What follows belongs to an exercise in optimizing a design on an open flow for small area; a production flow would make more cautious choices.
Only simulation tests tie the RTL to the original design; equivalence was not proved.
No activity file was given, so power comes from the tool's default toggle rates.

==> yarrow <==
==> flow/design.v (excerpt) <==
module SA #(
    parameter PE_SIZE       = 8,
    parameter DATA_WIDTH    = 8,
    parameter PSUM_WIDTH    = 32
    )
    (
    input clk,
    input rst_n,
    input   [DATA_WIDTH*PE_SIZE-1:0]    ifmap_row_i,
    input   [DATA_WIDTH*PE_SIZE-1:0]    weight_col_i,
    input   [PSUM_WIDTH*PE_SIZE-1:0]    psum_row_i,
    input                               ifmap_preload_i,
    input   [PE_SIZE-1:0]               weight_en_col_i,
    input   [PE_SIZE-1:0]               psum_en_row_i,
    output  [DATA_WIDTH*PE_SIZE-1:0]    ifmap_row_o,
    output  [DATA_WIDTH*PE_SIZE-1:0]    weight_col_o,
    output  [PSUM_WIDTH*PE_SIZE-1:0]    psum_row_o,
    output  [PE_SIZE-1:0]               weight_en_col_o,
    output  [PE_SIZE-1:0]               psum_en_row_o
    );
    localparam N  = PE_SIZE;
    localparam DW = DATA_WIDTH;
    localparam HW = PSUM_WIDTH - 16;      
    localparam CW = $clog2(N);            
    wire preload_done_w;
    wire preload_ndone_w;     
    Counter #(
        .COUNT_NUM ( PE_SIZE-1 )
    ) u_Counter (
        .clk     ( clk              ),
        .rst_n   ( rst_n            ),
        .start_i ( ifmap_preload_i  ),
        .done_o  ( preload_done_w   ),
        .done_n_o( preload_ndone_w  )
    );
    reg preload_r;
    always @(posedge clk, negedge rst_n) begin
        if (!rst_n)
            preload_r <= 1'b0;
        else if (ifmap_preload_i)
            preload_r <= 1'b1;
        else if (preload_done_w)
            preload_r <= 1'b0;
    end
    reg preload_rb;
    always @(posedge clk, negedge rst_n) begin
        if (!rst_n)
            preload_rb <= 1'b1;
        else if (ifmap_preload_i)
  ...
clock: 10.0 ns
lec_check: 0
cap_margin: 20
core_margin: 2
core_utilization: 55
place_density: 0.7
slew_margin: 20
synth_hierarchical: 1
standard.sh (not shown) runs the stock make flow with config.mk's settings and CLKGATE_MAP_FILE= SYNTH_SCRIPT=/design/flow/synth_recipe.tcl, a recipe that flattens the netlist after the stock synthesis.
==> flow/flow/run.sh <==
#!/bin/bash
# Own layout flow: the standard layout (standard.sh runs the ORFS flow,
# synthesis through finish, with its scripts unchanged) with two settings
# changed:
#  - the input and output ports are buffered with sky130_fd_sc_hd__buf_1
#    rather than the buffer cell buffer_ports picks by default (every port
#    still gets its own buffer);
#  - clock tree synthesis builds the tree from clkbuf_8 with clusters of up
#    to 14 sinks and no dummy loads.
# ORFS writes each step's full log under orfs/logs/; make's own output
# goes to standard_make.log in the work folder.
set -euo pipefail
cd "$(dirname "$0")/.."
export BUFFER_PORTS_ARGS="-buffer_cell sky130_fd_sc_hd__buf_1"
export CTS_ARGS="-sink_clustering_enable -repair_clock_nets -sink_clustering_size 14 -sink_clustering_max_diameter 60 -buf_list sky130_fd_sc_hd__clkbuf_8 -dont_use_dummy_load"
bash standard.sh finish > standard_make.log 2>&1
==> nickel: changes against yarrow <==
--- a/flow/flow/run.sh
+++ b/flow/flow/run.sh
@@ -7,5 +7,5 @@
 #    still gets its own buffer);
 #  - clock tree synthesis builds the tree from clkbuf_8 with clusters of up
-#    to 14 sinks and no dummy loads.
+#    to 18 sinks and no dummy loads.
 # ORFS writes each step's full log under orfs/logs/; make's own output
 # goes to standard_make.log in the work folder.
@@ -13,4 +13,4 @@
 cd "$(dirname "$0")/.."
 export BUFFER_PORTS_ARGS="-buffer_cell sky130_fd_sc_hd__buf_1"
-export CTS_ARGS="-sink_clustering_enable -repair_clock_nets -sink_clustering_size 14 -sink_clustering_max_diameter 60 -buf_list sky130_fd_sc_hd__clkbuf_8 -dont_use_dummy_load"
+export CTS_ARGS="-sink_clustering_enable -repair_clock_nets -sink_clustering_size 18 -sink_clustering_max_diameter 60 -buf_list sky130_fd_sc_hd__clkbuf_8 -dont_use_dummy_load"
 bash standard.sh finish > standard_make.log 2>&1
CORE_UTILIZATION = 70   (was 55)
PLACE_DENSITY = 0.8   (was 0.7)
==> impl_results.md <==
- Fin area: 232000 um^2
- Slew @ Worst Pin: 1.10 ns
- Final worst setup slack: 0.394 ns
- Crit path to: psum_row_o[95]
- Outcome: no timing/DRC/antenna violations
- Worst skew pair latency: 1.18 ns
- Final non-clock buffer share: 1.54%
- First-pass GRT wire length: 814 mm
- Number of non-clock buffers: 856
- Worst EP arrival: 7.61 ns
- Cells after DPL: 22.6k
- Net Switching: 42.2 mW
- GR Util met3: 2.94%
That was yarrow.
==> impl_results.md <==
- Final worst setup slack: 0.382 ns
- First-pass GRT wire length: 795 mm
- Outcome: no timing/DRC/antenna violations
- GR Util met3: 5.37%
- Cells after DPL: 21.4k
- Number of non-clock buffers: 852
- Worst skew pair latency: 1.12 ns
- Crit path to: psum_row_o[63]
That was nickel.

========
==> job 6221: inputs <==
Another version of the RTL of SA (not shown whole).
==> flow/design.v (excerpt) <==
module SA #(
    parameter PE_SIZE       = 8,
    parameter DATA_WIDTH    = 8,
    parameter PSUM_WIDTH    = 32
    )
    (
    input clk,
    input rst_n,
    input   [DATA_WIDTH*PE_SIZE-1:0]    ifmap_row_i,
    input   [DATA_WIDTH*PE_SIZE-1:0]    weight_col_i,
    input   [PSUM_WIDTH*PE_SIZE-1:0]    psum_row_i,
    input                               ifmap_preload_i,
    input   [PE_SIZE-1:0]               weight_en_col_i,
    input   [PE_SIZE-1:0]               psum_en_row_i,
    output  [DATA_WIDTH*PE_SIZE-1:0]    ifmap_row_o,
    output  [DATA_WIDTH*PE_SIZE-1:0]    weight_col_o,
    output  [PSUM_WIDTH*PE_SIZE-1:0]    psum_row_o,
    output  [PE_SIZE-1:0]               weight_en_col_o,
    output  [PE_SIZE-1:0]               psum_en_row_o
    );
    localparam N  = PE_SIZE;
    localparam DW = DATA_WIDTH;
    localparam HW = PSUM_WIDTH - 16;      
    localparam CW = $clog2(N);            
    wire preload_done_w;
    wire preload_ndone_w;     
    Counter #(
        .COUNT_NUM ( PE_SIZE-1 )
    ) u_Counter (
        .clk     ( clk              ),
        .rst_n   ( rst_n            ),
        .start_i ( ifmap_preload_i  ),
        .done_o  ( preload_done_w   ),
        .done_n_o( preload_ndone_w  )
    );
    reg preload_r;
    always @(posedge clk, negedge rst_n) begin
        if (!rst_n)
            preload_r <= 1'b0;
        else if (ifmap_preload_i)
            preload_r <= 1'b1;
        else if (preload_done_w)
            preload_r <= 1'b0;
    end
    reg preload_rb;
    always @(posedge clk, negedge rst_n) begin
        if (!rst_n)
            preload_rb <= 1'b1;
        else if (ifmap_preload_i)
            preload_rb <= 1'b0;
  ...
Settings: LEC_CHECK=0, CAP_MARGIN=20, CORE_MARGIN=2, CORE_UTILIZATION=55, PLACE_DENSITY=0.7, SLEW_MARGIN=20, SYNTH_HIERARCHICAL=1; clock period 10.0 ns.
==> flow/flow/run.sh <==
#!/bin/bash
# Own layout flow: the standard layout (standard.sh runs the ORFS flow,
# synthesis through finish, with its scripts unchanged) with two settings
# changed:
#  - the input and output ports are buffered with sky130_fd_sc_hd__buf_1
#    rather than the buffer cell buffer_ports picks by default (every port
#    still gets its own buffer);
#  - clock tree synthesis builds the tree from clkbuf_8 with clusters of up
#    to 14 sinks and no dummy loads.
# ORFS writes each step's full log under orfs/logs/; make's own output
# goes to standard_make.log in the work folder.
set -euo pipefail
cd "$(dirname "$0")/.."
export BUFFER_PORTS_ARGS="-buffer_cell sky130_fd_sc_hd__buf_1"
export CTS_ARGS="-sink_clustering_enable -repair_clock_nets -sink_clustering_size 14 -sink_clustering_max_diameter 60 -buf_list sky130_fd_sc_hd__clkbuf_8 -dont_use_dummy_load"
bash standard.sh finish > standard_make.log 2>&1
==> job 3277: changes against job 6221 <==
--- a/flow/design.v
+++ b/flow/design.v
@@ -626,43 +626,45 @@
                     assign hi_q[k]  = hi_r;
                     assign cnt_q[k] = c_r;
                 end else begin : G_LAST
                     reg [15:0]   lo_r;
                     reg [HW-1:0] hi_r;
-                    wire [CW-1:0] c_in = G_STAGE[N-2].G_MID.c_n[CW-1:0];    
-                    wire [HW-1:0] hi_in;
-                    wire [HW:0]   hc;
-                    assign hc[0] = 1'b0;
-                    genvar b;
-                    for (b = 0; b < HW; b = b + 1) begin : G_HI
-                        if (b < CW) begin : G_F
-                            assign hi_in[b] = hi_q[N-2][b] ^ c_in[b] ^ hc[b];
-                            assign hc[b+1]  = (hi_q[N-2][b] & c_in[b]) | (hc[b] & (hi_q[N-2][b] ^ c_in[b]));
-                        end else begin : G_H
-                            assign hi_in[b] = hi_q[N-2][b] ^ hc[b];
-                            assign hc[b+1]  = hi_q[N-2][b] & hc[b];
-                        end
-                    end
+                    reg [CW-1:0] c_r;
                     always @(posedge clk, negedge rst_n) begin
                         if (!rst_n) begin
                             lo_r <= 16'hffff;
                             hi_r <= {HW{1'b0}};
+                            c_r  <= {CW{1'b0}};
                         end else begin
                             lo_r <= (G_STAGE[N-2].G_MID.lo_n & {16{pen_r[N-2]}}) | (lo_r & {16{pen_hold_r}});
-                            hi_r <= (hi_in & {HW{pen_r[N-2]}}) | (hi_r & {HW{pen_hold_r}});
+                            hi_r <= (hi_q[N-2] & {HW{pen_r[N-2]}}) | (hi_r & {HW{pen_hold_r}});
+                            c_r  <= (G_STAGE[N-2].G_MID.c_n[CW-1:0] & {CW{pen_r[N-2]}}) | (c_r & {CW{pen_hold_r}});
                         end
                     end
                     assign lo_q[k]  = lo_r;
                     assign hi_q[k]  = hi_r;
-                    assign cnt_q[k] = {CW{1'b0}};
+                    assign cnt_q[k] = c_r;
+                    wire [HW-1:0] hi_c;
+                    wire [HW:0]   hc;
+                    assign hc[0] = 1'b0;
+                    genvar b;
+                    for (b = 0; b < HW; b = b + 1) begin : G_HI
+                        if (b < CW) begin : G_F
+                            assign hi_c[b]  = hi_r[b] ^ c_r[b] ^ hc[b];
+                            assign hc[b+1]  = (hi_r[b] & c_r[b]) | (hc[b] & (hi_r[b] ^ c_r[b]));
+                        end else begin : G_H
+                            assign hi_c[b]  = hi_r[b] ^ hc[b];
+                            assign hc[b+1]  = hi_r[b] & hc[b];
+                        end
+                    end
                     wire [HW-1:0] ones;
                     assign ones[0] = 1'b1;
                     for (b = 1; b < HW; b = b + 1) begin : G_ONES
-                        assign ones[b] = &hi_r[b-1:0];
+                        assign ones[b] = &hi_c[b-1:0];
                     end
                     assign psum_row_o[PSUM_WIDTH*(N-j)-1 -: PSUM_WIDTH] =
-                        {hi_r ^ (ones & {HW{sum_w[k][16]}}), sum_w[k][15:0]};
+                        {hi_c ^ (ones & {HW{sum_w[k][16]}}), sum_w[k][15:0]};
                 end
             end
             assign ifmap_row_o[DW*(N-j)-1 -: DW] = ifmap_r[N-1] & {DW{ifmap_v_r[N-1]}};
             assign psum_en_row_o[N-1-j] = pen_r[N-1];
         end
Settings changed: CORE_UTILIZATION 55 to 70, PLACE_DENSITY 0.7 to 0.8.
==> impl_results.md <==
- Status: no timing/DRC/antenna violations
- Layout area overhead: 2.05%
- Syn nets: 22600
- Clock latency on the worst-skew pair: between 1000 and 1500 ps
- Max stage delay on crit path: around 740 ps
- Nets: 22300
- Synth Area in Compound Gates: under 10%
(the above is from job 3277)
==> impl_results.md <==
- Synth Area in Compound Gates: slightly above 7%
- Syn nets: between 20000 and 25000
- Clock latency on the worst-skew pair: 1180 ps
- Nets: ~23000
- Ys flop type: dfxtp_1
- Layout area overhead: 4.66%
- Status: no timing/DRC/antenna violations
(the above is from job 6221)

==> static timing again, ports no longer ideal <==
Ports are ideal in the flow. The routed layouts listed here were re-timed in OpenROAD. Step 1 sets driving cells, clkbuf_16 on the clock port and buf_2 on the other inputs (assumed; they add their load-dependent delay and slew). Step 2 moves the port delays by t, midway between the first and last clock arrival at a register: inputs arrive t later, outputs are due t later. That takes back most of the time a late clock gives input paths. a / b / c = ideal / step 1 / step 2; a / b = the first two.
run	shift t [ns]	slack for setup (ns)	hold slack, ns	clock arrival spread, ns
yarrow	1.202	0.394 / 0.281 / 1.482	0.274 / 0.274 / 0.274	0.179 / 0.179
nickel	1.176	0.382 / 0.277 / 1.454	0.247 / 0.247 / 0.247	0.162 / 0.161
job 6221	1.242	0.099 / 0.099 / 0.099	0.252 / 0.252 / 0.252	0.137 / 0.137
job 3277	1.200	1.385 / 1.272 / 1.608	0.283 / 0.283 / 0.283	0.132 / 0.132
After both steps setup and hold are still met in every run listed.
